Background: an optimization exercise with open tools, aiming at small area, a short achievable clock period and few clock cycles per item. Do not read the settings as production practice.
The RTL was checked by simulation tests, not by an equivalence proof against the original design.

==> run a <==
## PixelSolver
module PixelSolver (
  input               io_cmd_valid,
  output              io_cmd_ready,
  input      [27:0]   io_cmd_payload_x,
  input      [27:0]   io_cmd_payload_y,
  output              io_rsp_valid,
  input               io_rsp_ready,
  output     [5:0]    io_rsp_payload_iteration,
  input               clk,
  input               reset
);
export LEC_CHECK = 0
export CAP_MARGIN = 20
export CORE_MARGIN = 2
export CORE_UTILIZATION = 40
export SLEW_MARGIN = 20
create_clock -name core_clock -period 12.0 [get_ports {clk}]
run.sh (not shown) runs the stock make flow with config.mk's settings and CLKGATE_MAP_FILE= SYNTH_SCRIPT=/design/flow/synth_recipe.tcl, a recipe that flattens the netlist after the stock synthesis.
==> run b: changes against run a <==
--- a/flow/config.mk
+++ b/flow/config.mk
@@ -9,3 +9,4 @@
 export CORE_MARGIN = 2
 export CORE_UTILIZATION = 40
+export SETUP_SLACK_MARGIN = 4
 export SLEW_MARGIN = 20
==> results.cfg <==
[outcome]
status = timing/DRC/antenna clean

[drt]
via_per_inst = 5.09
dr.first_iter.drc_count = 2953
wl_per_cell_um = 20.8
vias = 42400

[global_route]
met2_usage_pct = 39.4

[critical_path]
path_buf_inv = 7
rr_startpoint = x[12]
timing.critical_path.slowest_cell_delay_ns = 0.61

[timing]
rsz0062_at_grt = no
The numbers above come from run a.

==> results.cfg <==
[drt]
vias = 43900
wl_met3_mm = 13.2
via_per_inst = 5.12

[final_layout]
drive_gt1_share_pct = 10.7

[outcome]
status = timing/DRC/antenna clean

[timing]
rsz0062_at_grt = yes

[critical_path]
timing.critical_path.slowest_cell_delay_ns = 0.73
The numbers above come from run b.

Testbench counts of run a, summed over its fixed seeds: cycles 16,063, pixels 2,048.
Testbench counts of run b, summed over its fixed seeds: cycles 16,063, pixels 2,048.

---

==> xenon <==
PixelSolver, a different RTL version from the one above (not shown whole).
Settings: LEC_CHECK=0, CAP_MARGIN=20, CORE_MARGIN=2, CORE_UTILIZATION=40, SLEW_MARGIN=20; clock period 12.0 ns.
standard.sh (not shown) runs the stock make flow with config.mk's settings and CLKGATE_MAP_FILE= SYNTH_SCRIPT=/design/flow/synth_recipe.tcl, a recipe that flattens the netlist after the stock synthesis.
==> flow/flow/run.sh <==
#!/bin/bash
set -euo pipefail
RES="$PWD/orfs/results/sky130hd/PixelSolver/base"
bash standard.sh synth > standard_synth.log 2>&1
cp "$RES/1_2_yosys.v" "$RES/1_2_yosys.std.v"
python3 flow/polarity.py "$RES/1_2_yosys.std.v" "$RES/1_2_yosys.pol.v" > polarity.log 2>&1
sleep 1
cp "$RES/1_2_yosys.pol.v" "$RES/1_2_yosys.v"
touch "$RES/1_2_yosys.v"
bash standard.sh SETUP_SLACK_MARGIN=7.75 finish > standard_flow.log 2>&1
Other scripts of this flow, unchanged in this note and not shown: flow/flow/polarity.py
==> raven: changes against xenon <==
--- a/flow/flow/run.sh
+++ b/flow/flow/run.sh
@@ -8,3 +8,3 @@
 cp "$RES/1_2_yosys.pol.v" "$RES/1_2_yosys.v"
 touch "$RES/1_2_yosys.v"
-bash standard.sh SETUP_SLACK_MARGIN=7.75 finish > standard_flow.log 2>&1
+bash standard.sh SETUP_SLACK_MARGIN=7.5 finish > standard_flow.log 2>&1
==> flow_metrics.env <==
export IMPL_arrival_ns=5.09
export IMPL_outcome="finished clean"
export IMPL_tightest_slew_ns=1.18
export IMPL_fin_cells=8648
export IMPL_min_to="v2$_DFF_PP0_"
export IMPL_grt_pass1_vias=52300
export IMPL_place_congestion=0.895
[end of results for raven]
==> flow_metrics.env <==
export IMPL_cp_required_ns=12.60
export IMPL_arrival_ns=5.10
export IMPL_min_to="x01[19]$_DFF_P_"
export IMPL_fin_cells=8823
export IMPL_h_tree_depth=3
export IMPL_grt_pass1_vias=52900
export IMPL_tightest_slew_ns=1.14
export IMPL_grt_usage=0.252
export IMPL_final_setup_tns_ns=0
export IMPL_place_congestion=0.929
export IMPL_grt_use_met1=0.325
export IMPL_outcome="finished clean"
export IMPL_fillers=15300
export IMPL_area_delta_synth_final_pct=16.1
[end of results for xenon]
Testbench counts of xenon, summed over its fixed seeds: cycles 13,606, pixels 2,048.
Testbench counts of raven, summed over its fixed seeds: cycles 13,606, pixels 2,048.

---

==> v30 <==
Another version of the RTL of PixelSolver (not shown whole).
export LEC_CHECK = 0
export CAP_MARGIN = 20
export CORE_MARGIN = 2
export CORE_UTILIZATION = 40
export SLEW_MARGIN = 20
create_clock -name core_clock -period 12.0 [get_ports {clk}]
==> flow/flow/run.sh <==
#!/bin/bash
set -euo pipefail
RES="$PWD/orfs/results/sky130hd/PixelSolver/base"
bash standard.sh synth > standard_synth.log 2>&1
cp "$RES/1_2_yosys.v" "$RES/1_2_yosys.std.v"
python3 flow/polarity.py "$RES/1_2_yosys.std.v" "$RES/1_2_yosys.pol.v" > polarity.log 2>&1
sleep 1
cp "$RES/1_2_yosys.pol.v" "$RES/1_2_yosys.v"
touch "$RES/1_2_yosys.v"
bash standard.sh SETUP_SLACK_MARGIN=7 finish > standard_flow.log 2>&1
Other scripts of this flow, unchanged in this note and not shown: flow/flow/polarity.py
==> v24 (differences from v30) <==
Settings changed: CORE_UTILIZATION 40 to 55.
==> v36 (differences from v30) <==
--- a/flow/flow/run.sh
+++ b/flow/flow/run.sh
@@ -9,2 +9,2 @@
 touch "$RES/1_2_yosys.v"
-bash standard.sh SETUP_SLACK_MARGIN=7 finish > standard_flow.log 2>&1
+bash standard.sh SETUP_SLACK_MARGIN=8 finish > standard_flow.log 2>&1
==> qor.txt <==
DR WL met3: 22000 um
Critical Path End: xb[21]
NonClk Buf Share: 8.83%
run status: timing/DRC/antenna clean
placed instance area: 71400 um2
Final Instance Count excl. Fillers: 8898
Cells after DPL: 8335
via count of the first global-routing pass: 54500
# the run above: v36

==> qor.txt <==
placed instance area: 70500 um2
Mapped Cells: 6368
run status: timing/DRC/antenna clean
Cells after DPL: 7745
Worst Path Arrival: 5.48 ns
DRC viols: 0
DR WL met3: 16300 um
NonClk Buf Share: 2.49%
Die Wd: 357 um
# the run above: v24

==> qor.txt <==
Final Instance Count excl. Fillers: 8504
gpl congestion: 0.905
placed instance area: 71400 um2
run status: timing/DRC/antenna clean
Critical Path End: pm2[33]
NonClk Buf Share: 2.55%
DR WL met3: 14900 um
# the run above: v30

Testbench counts of v30, summed over its fixed seeds: cycles 13,606, pixels 2,048.
Testbench counts of v24, summed over its fixed seeds: cycles 13,606, pixels 2,048.
Testbench counts of v36, summed over its fixed seeds: cycles 13,606, pixels 2,048.

port drivers added, routing unchanged:
Ports are ideal in the flow. The routed layouts listed here were re-timed in OpenROAD.
Step 1, drivers: a clkbuf_16 drives clk and a buf_2 each remaining input, both assumed.
Step 2 adds t to the input delays and takes it off the output delays; t is the mean of the earliest and latest rising clock arrival at the registers after step 1. Input paths then give back, and output paths get back, about the clock's delay inside the block.
a / b / c = ideal / step 1 / step 2; a / b = the first two.
| run | shift t [ns] | setup slack, ns | hold slack, ns | clock arrival spread, ns |
|---|---|---|---|---|
| run a | 0.601 | 1.242 / 1.242 / 1.242 | 0.520 / 0.520 / 0.520 | 0.022 / 0.022 |
| run b | 0.629 | 2.456 / 2.456 / 2.456 | 0.524 / 0.524 / 0.524 | 0.027 / 0.027 |
| xenon | 0.754 | 7.495 / 7.495 / 7.495 | 0.350 / 0.350 / 0.350 | 0.080 / 0.080 |
| raven | 0.768 | 7.495 / 7.495 / 7.161 | 0.361 / 0.361 / 0.361 | 0.039 / 0.039 |
| v30 | 0.754 | 7.122 / 7.122 / 7.122 | 0.350 / 0.350 / 0.350 | 0.042 / 0.041 |
| v24 | 0.755 | 7.098 / 7.098 / 7.098 | 0.346 / 0.346 / 0.346 | 0.039 / 0.038 |
| v36 | 0.768 | 7.576 / 7.576 / 7.454 | 0.349 / 0.349 / 0.349 | 0.051 / 0.051 |
After both steps every run listed still meets setup and hold. The setup slack of raven, which loses most, moves by 0.000 ns with the drivers and by -0.334 ns with both steps.
